Source: an optimization exercise on an open RTL-to-GDS flow (aim: small area). Production flows keep margins and buffers that such runs may drop. The RTL was checked by simulation tests, not by an equivalence proof against the original design.

north:
// top_final
module top_final (
    input CLK100MHZ,
    input reset,
    input ACL_MISO,
    output ACL_MOSI,
    output ACL_SCLK,
    output ACL_CSN,
    output oled_spi_clk,
    output oled_spi_data,
    output oled_vdd,
    output oled_vbat,
    output oled_reset_n,
    output oled_dc_n
);
For scale: ~670 cells after synthesis, roughly 12 I/O pins, roughly 0.0049 mm2 of cells after synthesis.
==> flow/config.mk <==
export PLATFORM = sky130hd
export DESIGN_NAME = top_final
export DESIGN_NICKNAME = top_final
export VERILOG_FILES = /design/flow/design.v
export SDC_FILE = /design/flow/constraint.sdc
export NUM_CORES = 4
export LEC_CHECK = 0
export ABC_AREA = 1
export CAP_MARGIN = 20
export CORE_MARGIN = 2
export CORE_UTILIZATION = 30
export PLACE_DENSITY = 0.5
export SLEW_MARGIN = 20
export SYNTH_MEMORY_MAX_BITS = 16384
==> flow/constraint.sdc <==
create_clock -name core_clock -period 10.0 [get_ports {CLK100MHZ}]
set_input_delay 2.0000 -clock core_clock [delete_from_list [all_inputs] [get_ports {CLK100MHZ}]]
set_output_delay 2.0000 -clock core_clock [all_outputs]
set_load 0.01 [all_outputs]
standard.sh (not shown) runs the stock make flow with config.mk's settings and CLKGATE_MAP_FILE= SYNTH_SCRIPT=/design/flow/synth_recipe.tcl, a recipe that flattens the netlist after the stock synthesis.
==> flow/flow/run.sh <==
#!/bin/bash
# Layout flow: the standard synthesis, then its combinational logic mapped
# again for area (registers, their names and cells untouched), then the standard flow's
# standard layout from floorplan to finish.
set -euo pipefail
WORK=$(pwd)
F=$WORK/flow
R=$WORK/orfs/results/$FLOW_PLATFORM/top_final/base
LIB=$FLOW_HOME/platforms/$FLOW_PLATFORM/lib/sky130_fd_sc_hd__tt_025C_1v80.lib

# 1. standard synthesis
bash standard.sh synth > synth_standard.log 2>&1

# 2. remap the combinational logic
cp $R/1_2_yosys.v $WORK/standard_1_2_yosys.v
python3 $F/mkmap.py $LIB $WORK/combmap.v > mkmap.log 2>&1
DU=$(sed -n '/^export DONT_USE_CELLS/,/^$/p' $FLOW_HOME/platforms/$FLOW_PLATFORM/config.mk \
     | grep -o 'sky130_fd_sc_hd__[a-z0-9_]*' | sort -u | sed 's/^/-dont_use /' | tr '\n' ' ')
# ABC's deepsyn is randomised: map with a few seeds at once, keep the smallest.
SEEDS="1 2 3 4"
for S in $SEEDS; do
  sed "s/@SEED@/$S/" $F/area.abc.in > $WORK/area_$S.abc
  cat > $WORK/remap_$S.ys <<EOT
read_liberty -lib $LIB
read_verilog $WORK/standard_1_2_yosys.v
hierarchy -top $FLOW_TOP
techmap -map $WORK/combmap.v
techmap
opt -fast
opt -purge
abc -liberty $LIB $DU -script $WORK/area_$S.abc
opt_clean -purge
hilomap -singleton -hicell sky130_fd_sc_hd__conb_1 HI -locell sky130_fd_sc_hd__conb_1 LO
insbuf -buf sky130_fd_sc_hd__buf_4 A X
opt_clean -purge
tee -o $WORK/remap_stat_$S.txt stat -liberty $LIB
check -assert -mapped
write_verilog -noattr -nohex -nodec $WORK/remap_1_2_yosys_$S.v
EOT
  yosys -s $WORK/remap_$S.ys > remap_$S.log 2>&1 &
done
wait
BEST=""; BESTA=""
for S in $SEEDS; do
  [ -s $WORK/remap_1_2_yosys_$S.v ] || continue
  A=$(grep "Chip area for module" $WORK/remap_stat_$S.txt | grep -o "[0-9.]*$")
  if [ -z "$BEST" ] || awk "BEGIN{exit !($A < $BESTA)}"; then BEST=$S; BESTA=$A; fi
done
echo "seed $BEST area $BESTA" > remap_choice.log
cp $WORK/remap_1_2_yosys_$BEST.v $WORK/remap_1_2_yosys.v
cp $WORK/remap_1_2_yosys.v $R/1_2_yosys.v
rm -f $R/1_synth.odb

# 3. standard layout from the remapped netlist; the port buffers are buf_1
export BUFFER_PORTS_ARGS="-buffer_cell sky130_fd_sc_hd__buf_1"
# clock tree of clkbuf_8, without the dummy loads CTS adds to balance leaves
export CTS_ARGS="-sink_clustering_enable -repair_clock_nets -buf_list sky130_fd_sc_hd__clkbuf_8 -dont_use_dummy_load"
bash standard.sh finish > layout_standard.log 2>&1
Other scripts of this flow, unchanged in this note and not shown: flow/flow/area.abc.in, flow/flow/mkmap.py
Inputs modified between north and south:
diff --git a/flow/design.v b/flow/design.v
--- a/flow/design.v
+++ b/flow/design.v
@@ -355,34 +355,38 @@
                      SCAN_DIR = 5'd11,
                      COM_PIN = 5'd12,
                      COM_PIN1 = 5'd13,
                      DISPLAY_ON = 5'd14,
                      PAGE_ADDR = 5'd15,
                      PAGE_ADDR1 = 5'd16,
                      PAGE_ADDR2 = 5'd17,
                      COLUMN_ADDR = 5'd18,
                      DONE = 5'd19,
                      SEND_DATA = 5'd20;
-    localparam [16:0] D1 = 17'd20003, D2 = 17'd40103, D3 = 17'd60107, D4 = 17'd80544;
+    localparam [16:0] D1 = 17'b01000111000001001,   
+                      D2 = 17'b11101110011110010,   
+                      D3 = 17'b11001010111101000,   
+                      D4 = 17'b00001101100110000;   
     reg [4:0] cmd;
     reg pend;
     reg spiLoadData;
     reg [1:0] currPage;
     reg [4:0] charCount;         
+    wire col128 = charCount[4];
     reg [2:0] byteCounter;       
     wire spiDone;
     wire [7:0] fontByte;
     wire isDelay = (cmd == INIT) | (cmd == RESET) | (cmd == CHARG_PUMP) | (cmd == CONTRAST);
-    wire delayEnd = (cmd == INIT       & ((timer & D1) == D1)) |
-                    (cmd == RESET      & ((timer & D2) == D2)) |
-                    (cmd == CHARG_PUMP & ((timer & D3) == D3)) |
-                    (cmd == CONTRAST   & ((timer & D4) == D4));
+    wire delayEnd = (cmd == INIT       & (timer == D1)) |
+                    (cmd == RESET      & (timer == D2)) |
+                    (cmd == CHARG_PUMP & (timer == D3)) |
+                    (cmd == CONTRAST   & (timer == D4));
     wire sending = ~(cmd == IDLE | cmd == RESET | cmd == VBAT_ON | cmd == DONE);
     reg [7:0] spiData;
     always @(*) begin
         case (cmd)
             INIT:        spiData = 8'hAE;
             CHARG_PUMP:  spiData = 8'h8D;
             CHARG_PUMP1: spiData = 8'h14;
             PRE_CHARG:   spiData = 8'hD9;
             PRE_CHARG1:  spiData = 8'hF1;
             CONTRAST:    spiData = 8'h81;
@@ -420,26 +424,26 @@
                 pend <= 1'b0;
         end
         else if(cmd == DONE)
         begin
             sendDone <= 1'b0;
             if (updateString) begin
                 charCount <= 0;
                 currPage <= 0;
                 cmd <= PAGE_ADDR;
             end
-            if(sendDataValid & !charCount[4] & !sendDone)
+            if(sendDataValid & !col128 & !sendDone)
             begin
                 cmd <= SEND_DATA;
                 byteCounter <= 3'd7;
             end
-            else if(sendDataValid & charCount[4] & !sendDone)
+            else if(sendDataValid & col128 & !sendDone)
             begin
                 cmd <= PAGE_ADDR;
                 charCount <= 0;
                 byteCounter <= 3'd7;
             end
         end
         else if(!sending)
         begin
             if(cmd == IDLE)
                 oled_dc_n <= 1'b0;
@@ -678,31 +682,37 @@
     main_control main_control_inst (
         .clk(CLK100MHZ),
         .reset(reset),
         .bit_en(bit_en),
         .bit_q(bit_q),
         .bit_axis(bit_axis),
         .b(ACL_MISO),
         .latch(latch),
         .direction(direction)
     );
+    localparam [16:0] T_REFRESH = 17'b01010100011010111;     
     reg [16:0] timer;
+    reg updateString;
     reg [2:0] message;           
-    wire top100k = timer[16] & timer[15] & timer[10] & timer[9] & timer[7] & timer[5];
-    wire refresh = top100k & ~timer[0];
-    wire updateString = top100k & timer[0];
+    wire refresh = (timer == T_REFRESH);
     always @(posedge CLK100MHZ) begin
-        if (reset) begin
+        if (reset | refresh)
             timer <= 17'd0;
+        else
+            timer <= {timer[15:0], ~(timer[16] ^ timer[13])};
+    end
+    always @(posedge CLK100MHZ) begin
+        if (reset) begin
+            updateString <= 1'b0;
             message <= 3'd0;
         end else begin
-            timer <= updateString ? 17'd1 : timer + 17'd1;
+            updateString <= refresh;
             if (refresh)
                 message <= direction;
         end
     end
     localparam [1:0] IDLE = 2'd0, SEND = 2'd1, DONE = 2'd2;
     reg [1:0] state;
     reg [5:0] byteCounter;
     reg [2:0] sendSel;
     wire sendDone;
     wire sendDataValid = (state == SEND);
- Compared with north, in south fmax shows a reduction of 5.3%, die outline height shows no meaningful change, number of stages on the worst setup path shows a reduction of 1.
- south against north: final period utilization higher; area of the die dropped about 0.56%; finished layout cell area went down; worst setup slack shrank by 0.38 ns.
- Met2 track demand over resource in global routing, north and south: higher on south

-- afterwards: timing with drivers on the ports --
The results above use ideal ports. As a check the final layouts listed here were re-extracted and re-timed, cells and wires unchanged. Step 1, drivers: a clkbuf_16 drives CLK100MHZ and a buf_2 each remaining input, both assumed. Step 2, shift: input delay + t, output delay - t, t = (earliest + latest rising clock arrival at the registers) / 2. This alone moves slack from input paths to output paths. Slacks: ideal ports / drivers / drivers and shift; pairs: ideal ports / drivers.
| run | shift t [ns] | slack for setup (ns) | worst setup path at the end | worst register clock-pin slew, ns |
|---|---|---|---|---|
| north | 0.389 | 3.102 / 3.102 / 3.102 | register to register | 0.09 / 0.09 |
| south | 0.400 | 2.717 / 2.717 / 2.717 | register to register | 0.11 / 0.11 |
After both steps setup and hold are still met in every run listed.
